This design comes from an exercise in tuning for small area on the open sky130 flow, not from production work.
Where RTL was checked, it was by simulation tests only, not by an equivalence proof against the original.
No activity file was given, so power comes from the tool's default toggle rates.

==> flow/design.v (excerpt) <==
module top_ps2(input wire clk, input wire rst, input wire ps2_clk, input wire ps2_data,
           output wire ascii_new, output wire [6:0] ascii_code);
Size: roughly 460 cells after synthesis, roughly 59 flip-flops.
Settings: LEC_CHECK=0, ABC_AREA=1, CAP_MARGIN=20, CORE_MARGIN=2, CORE_UTILIZATION=40, PLACE_DENSITY=0.6, SLEW_MARGIN=20; clock period 20.0 ns.
run.sh (not shown) runs the stock make flow with config.mk's settings and CLKGATE_MAP_FILE= SYNTH_SCRIPT=/design/flow/synth_recipe.tcl, a recipe that flattens the netlist after the stock synthesis.
Rerun with:
Settings changed: CTS_BUF_LIST set to sky130_fd_sc_hd__clkbuf_4 sky130_fd_sc_hd__clkbuf_2, CTS_CLUSTER_DIAMETER set to 100, CTS_CLUSTER_SIZE set to 30.
Outcome:
- The new run completed without violations
- register-to-register slack gets worse by 30 ps
- clock power drops by 23%
- hold slack improved by 4.7 ps
- cell area fell by 1.6%
- critical path depth is unchanged
- final cell count is unchanged
- non-clock buffer count does not change
- count of clock-buffer cells in the layout is unchanged
- routed wire length barely changes
- die area is unchanged
Rerun with:
Settings changed: CTS_BUF_LIST sky130_fd_sc_hd__clkbuf_4 sky130_fd_sc_hd__clkbuf_2 to sky130_fd_sc_hd__clkbuf_8, CTS_CLUSTER_DIAMETER 100 to 500, CTS_CLUSTER_SIZE 30 to 60.
Result: The changed run completed with no timing, DRC or antenna violations; critical path depth does not change; total power increases by about 9%; clock skew decreases by 6.6 ps; via count increases by 0.34%; non-clock buffer count is unchanged; core utilization increases by 0.74 points; synthesized cell count is unchanged; sequential share of layout area decreases by 0.56 points.
Rerun with:
==> flow/flow/run.sh (new file) <==
#!/bin/bash
# Own layout flow: the standard synthesis, then the combinational logic between the
# (unchanged) registers is mapped again with an area-oriented ABC script, then the standard flow's
# standard layout steps from that netlist on. Each tool's output goes to its own log here.
set -euo pipefail
W=$(pwd)
F=$W/flow
R=$W/orfs/results/$FLOW_PLATFORM/top_ps2/base
LIB=$FLOW_HOME/platforms/$FLOW_PLATFORM/lib/sky130_fd_sc_hd__tt_025C_1v80.lib
YOSYS=$FLOW_HOME/../tools/install/yosys/bin/yosys
[ -x "$YOSYS" ] || YOSYS=yosys

bash standard.sh "$R/1_2_yosys.v" > synth_standard.log 2>&1
cp "$R/1_2_yosys.v" netlist_standard.v

# 2. map the logic between the registers again (registers kept as black boxes)
DONT_USE=$(sed -n '/DONT_USE_CELLS += /,/^#/p' "$FLOW_HOME/platforms/$FLOW_PLATFORM/config.mk" \
  | grep -o 'sky130_fd_sc_hd__[a-z0-9_]*' | sed 's/^/-dont_use /' | tr '\n' ' ')
cat > remap.ys <<EOY
read_liberty -ignore_miss_func $LIB
read_verilog netlist_standard.v
hierarchy -top $FLOW_TOP
blackbox sky130_fd_sc_hd__dfxtp_1
flatten
opt -purge
abc -liberty $LIB $DONT_USE -script $F/remap.abc
opt_clean -purge
splitnets
opt_clean -purge
hilomap -singleton -hicell sky130_fd_sc_hd__conb_1 HI -locell sky130_fd_sc_hd__conb_1 LO
insbuf -buf sky130_fd_sc_hd__buf_4 A X
stat -liberty $LIB
write_verilog -noattr -nohex -nodec netlist_remapped.v
EOY
"$YOSYS" -l remap.log -q -s remap.ys
cp netlist_remapped.v "$R/1_2_yosys.v"
touch "$R/1_2_yosys.v"

# 3. the standard layout steps on the remapped netlist
source "$F/layout_env.sh"
bash standard.sh finish > layout.log 2>&1
==> flow/flow/layout_env.sh (new file) <==
# extra settings for the layout steps (none)
==> flow/flow/remap.abc (new file) <==
strash
dch -f
amap
topo
stime -c
==> flow/standard.sh (new file) <==
#!/bin/bash
# synth_recipe.tcl (not shown) runs the flow's synth.tcl, then flattens the netlist and writes it again
# the make line also repeats each setting of config.mk as NAME=value (left out here)
make -C /OpenROAD-flow-scripts/flow DESIGN_CONFIG=/design/flow/config.mk WORK_HOME=/design/flow/orfs CLKGATE_MAP_FILE= SYNTH_SCRIPT=/design/flow/synth_recipe.tcl "${@:-finish}"
Settings changed: CTS_BUF_LIST sky130_fd_sc_hd__clkbuf_8 to not set, CTS_CLUSTER_DIAMETER 500 to not set, CTS_CLUSTER_SIZE 60 to not set.
removed: flow/run.sh
Critical path depth stays the same.
Worst setup slack gets worse by 1300 ps.
Via count came out lower by about 11%.
Hold slack gets better by 8.8 ps.
Power grows by about 5%.
Die area goes down by about 14%.
Design area goes down by 10%.
Non-clock buffer count increases by 2.
First-iteration DRC count rose by about 50%.
Rerun with:
==> flow/run.sh (new file) <==
#!/bin/bash
# synth_recipe.tcl (not shown) runs the flow's synth.tcl, then flattens the netlist and writes it again
# the make line also repeats each setting of config.mk as NAME=value (left out here)
make -C /OpenROAD-flow-scripts/flow DESIGN_CONFIG=/design/flow/config.mk WORK_HOME=/design/flow/orfs CLKGATE_MAP_FILE= SYNTH_SCRIPT=/design/flow/synth_recipe.tcl finish
Settings changed: CTS_BUF_LIST set to sky130_fd_sc_hd__clkbuf_16, CTS_CLUSTER_DIAMETER set to 500, CTS_CLUSTER_SIZE set to 60.
removed: flow/flow/run.sh
removed: flow/flow/layout_env.sh
removed: flow/flow/remap.abc
removed: flow/standard.sh
Result: Synthesized cell count came out higher by about 33%. Global-route usage came out lower by 1.8 points. Core utilization came out lower by 1.8 points. Combinational power came out higher by about 10%. Final area came out higher by 15%. Routed wire length came out higher by 4.1%. Die area came out higher by 16%. First-iteration DRC count came out lower by 14%. Worst setup slack gets better by 1300 ps. Sequential power came out higher by about 4%.

---

Another version of the RTL of top_ps2 (not shown whole).
For scale: about 0.0026 mm² of cells after synthesis.
Settings: LEC_CHECK=0, ABC_AREA=1, CAP_MARGIN=20, CORE_MARGIN=2, CORE_UTILIZATION=40, PLACE_DENSITY=0.6, SLEW_MARGIN=20; clock period 20.0 ns.
standard.sh (not shown) runs the stock make flow with config.mk's settings and CLKGATE_MAP_FILE= SYNTH_SCRIPT=/design/flow/synth_recipe.tcl, a recipe that flattens the netlist after the stock synthesis.
==> flow/flow/run.sh <==
#!/bin/bash
# Own layout flow: the standard synthesis, then the combinational logic between the
# (unchanged) registers is mapped again with an area-oriented ABC script, then the standard flow's
# standard layout steps from that netlist on. Each tool's output goes to its own log here.
set -euo pipefail
W=$(pwd)
F=$W/flow
R=$W/orfs/results/$FLOW_PLATFORM/top_ps2/base
LIB=$FLOW_HOME/platforms/$FLOW_PLATFORM/lib/sky130_fd_sc_hd__tt_025C_1v80.lib
YOSYS=$FLOW_HOME/../tools/install/yosys/bin/yosys
[ -x "$YOSYS" ] || YOSYS=yosys

bash standard.sh "$R/1_2_yosys.v" > synth_standard.log 2>&1
cp "$R/1_2_yosys.v" netlist_standard.v

# 2. map the logic between the registers again (registers kept as black boxes)
DONT_USE=$(sed -n '/DONT_USE_CELLS += /,/^#/p' "$FLOW_HOME/platforms/$FLOW_PLATFORM/config.mk" \
  | grep -o 'sky130_fd_sc_hd__[a-z0-9_]*' | sed 's/^/-dont_use /' | tr '\n' ' ')
cat > remap.ys <<EOY
read_liberty -ignore_miss_func $LIB
read_verilog netlist_standard.v
hierarchy -top $FLOW_TOP
blackbox sky130_fd_sc_hd__dfxtp_1
flatten
opt -purge
abc -liberty $LIB $DONT_USE -script $F/remap.abc
opt_clean -purge
splitnets
opt_clean -purge
hilomap -singleton -hicell sky130_fd_sc_hd__conb_1 HI -locell sky130_fd_sc_hd__conb_1 LO
insbuf -buf sky130_fd_sc_hd__buf_4 A X
stat -liberty $LIB
write_verilog -noattr -nohex -nodec netlist_remapped.v
EOY
"$YOSYS" -l remap.log -q -s remap.ys
cp netlist_remapped.v "$R/1_2_yosys.v"
touch "$R/1_2_yosys.v"

# 3. the standard layout steps on the remapped netlist
source "$F/layout_env.sh"
bash standard.sh finish > layout.log 2>&1
==> flow/flow/layout_env.sh <==
export CTS_ARGS="-sink_clustering_enable -repair_clock_nets -dont_use_dummy_load -buf_list {sky130_fd_sc_hd__clkbuf_4 sky130_fd_sc_hd__clkbuf_2} -wire_unit 40"
# Port buffers: the smallest buffer (the ports are lightly loaded).
export BUFFER_PORTS_ARGS="-buffer_cell sky130_fd_sc_hd__buf_1"
==> flow/flow/remap.abc <==
strash
dch -f
amap
topo
stime -c
The first run ran to the end with no violations.
==> next run, changes <==
==> flow/flow/layout_env.sh (replaced) <==
export CTS_ARGS="-sink_clustering_enable -repair_clock_nets -dont_use_dummy_load -buf_list {sky130_fd_sc_hd__clkbuf_4 sky130_fd_sc_hd__clkbuf_2}"
# Port buffers: the smallest buffer (the ports are lightly loaded).
export BUFFER_PORTS_ARGS="-buffer_cell sky130_fd_sc_hd__buf_1"
Settings changed: CAP_MARGIN 20 to 0, CORE_UTILIZATION 40 to 65, PLACE_DENSITY 0.6 to 0.8, SLEW_MARGIN 20 to 0.
The changed run completed without violations.
Power climbs by 1.7%.
Cell area is lower by 1.3%.
Clock power came out higher by about 2%.
Routed wire length rises by 1.6%.
Sequential cell count stays the same.
Via count is higher by 3.6%.
Critical path depth stays the same.
Synthesized area stays the same.
==> next run, changes <==
Settings changed: CAP_MARGIN 0 to 20, CORE_UTILIZATION 65 to 40, GPL_TIMING_DRIVEN from default to 0, PLACE_DENSITY 0.8 to 0.6, SLEW_MARGIN 0 to 20.
The new run finished with timing, DRC and antenna clean; die area grows by 58%; final area grows by 0.63%; fmax shrinks by 8.0%; clock power grows by about 0.9%; global-route usage shrinks by 16 points; critical path depth does not change; hold slack degrades by 0.014 ns; total power shrinks by 0.94%.
==> next run, changes <==
Settings changed: CAP_MARGIN 20 to 0, GPL_TIMING_DRIVEN 0 to default, SLEW_MARGIN 20 to 0.
=> Power is lower by 0.71%; core utilization is higher by 0.30 points; maximum frequency is higher by 5.5%; design area is higher by 0.67%; setup slack improves by 0.46 ns; critical path depth does not change; worst hold slack improves by 0.025 ns; via count is higher by 3.8%; register-to-register slack improves by 0.21 ns; count of clock-buffer cells in the layout does not change; wire length is higher by 4.1%.
==> next run, changes <==
==> flow/flow/layout_env.sh (replaced) <==
export CTS_ARGS="-sink_clustering_enable -repair_clock_nets -dont_use_dummy_load -buf_list {sky130_fd_sc_hd__clkbuf_8 sky130_fd_sc_hd__clkbuf_4} -sink_clustering_size 30 -sink_clustering_max_diameter 300"
# Port buffers: the smallest buffer (the ports are lightly loaded).
export BUFFER_PORTS_ARGS="-buffer_cell sky130_fd_sc_hd__buf_1"
Settings changed: CAP_MARGIN 0 to 20, SLEW_MARGIN 0 to 20.
=>
- The changed run finished clean
- via count is lower by 1.0%
- synthesized area stays the same
- critical path depth stays the same
- first-iteration DRC count goes down by 6.1%
- hold slack gets worse by 0.0080 ns
- count of clock-buffer cells in the layout does not change
- utilization came out higher by 0.90 points
- die area stays the same
- cell count is unchanged
==> next run, changes <==
==> flow/flow/layout_env.sh (replaced) <==
export CTS_ARGS="-sink_clustering_enable -repair_clock_nets -dont_use_dummy_load -buf_list {sky130_fd_sc_hd__clkbuf_4 sky130_fd_sc_hd__clkbuf_2}"
# Port buffers: the smallest buffer (the ports are lightly loaded).
export BUFFER_PORTS_ARGS="-buffer_cell sky130_fd_sc_hd__buf_1"
Effect:
- The changed run finished with timing, DRC and antenna clean
- worst setup slack degrades by 0.091 ns
- clock skew climbs by 0.012 ns
- routed wire length decreases by 1.1%
- die area does not change
- power shrinks by 10%
- cell count stays the same
- maximum frequency is lower by 1.1%
Function was not checked in any run of this note: the RTL went through the layout flow alone.

static timing again, ports no longer ideal:
In the flow no input, the clock included, has a driving cell. The finished layouts below were timed again as built, in two steps. Step 1 sets driving cells, clkbuf_16 on the clock port and buf_2 on the other inputs (assumed; they add their load-dependent delay and slew). Step 2 adds t to the input delays and takes it off the output delays; t is the mean of the earliest and latest rising clock arrival at the registers after step 1. Input paths then give back, and output paths get back, about the clock's delay inside the block. Slacks: no drivers / after step 1 / after step 2; pairs: no drivers / after step 1.
| run | t, ns | slack for setup (ns) | hold slack, ns | worst data-port slew with drivers (ns) | cell pins on the clock port's net |
|---|---|---|---|---|---|
| the first run of note 1 | 0.368 | 12.637 / 12.607 / 12.975 | 0.407 / 0.407 / 0.407 | 0.03 | 1 |
| the second run of note 1 | 0.429 | 12.555 / 12.529 / 12.959 | 0.412 / 0.412 / 0.412 | 0.03 | 1 |
| the third run of note 1 | 0.368 | 12.637 / 12.607 / 12.975 | 0.407 / 0.407 / 0.407 | 0.03 | 1 |
| the fourth run of note 1 | 0.359 | 11.302 / 11.274 / 11.633 | 0.416 / 0.416 / 0.416 | 0.03 | 1 |
| the fifth run of note 1 | 0.352 | 12.631 / 12.597 / 12.949 | 0.407 / 0.407 / 0.407 | 0.03 | 1 |
| the first run of note 2 | 0.393 | 11.750 / 11.725 / 12.118 | 0.389 / 0.389 / 0.389 | 0.03 | 1 |
| the second run of note 2 | 0.398 | 11.991 / 11.964 / 12.362 | 0.379 / 0.379 / 0.379 | 0.03 | 1 |
| the third run of note 2 | 0.401 | 11.294 / 11.269 / 11.670 | 0.365 / 0.365 / 0.365 | 0.03 | 1 |
| the fourth run of note 2 | 0.393 | 11.750 / 11.725 / 12.118 | 0.389 / 0.389 / 0.389 | 0.03 | 1 |
| the fifth run of note 2 | 0.344 | 11.840 / 11.814 / 12.158 | 0.381 / 0.381 / 0.381 | 0.03 | 1 |
| the sixth run of note 2 | 0.393 | 11.750 / 11.725 / 12.118 | 0.389 / 0.389 / 0.389 | 0.03 | 1 |
After both steps every run listed still meets setup and hold.
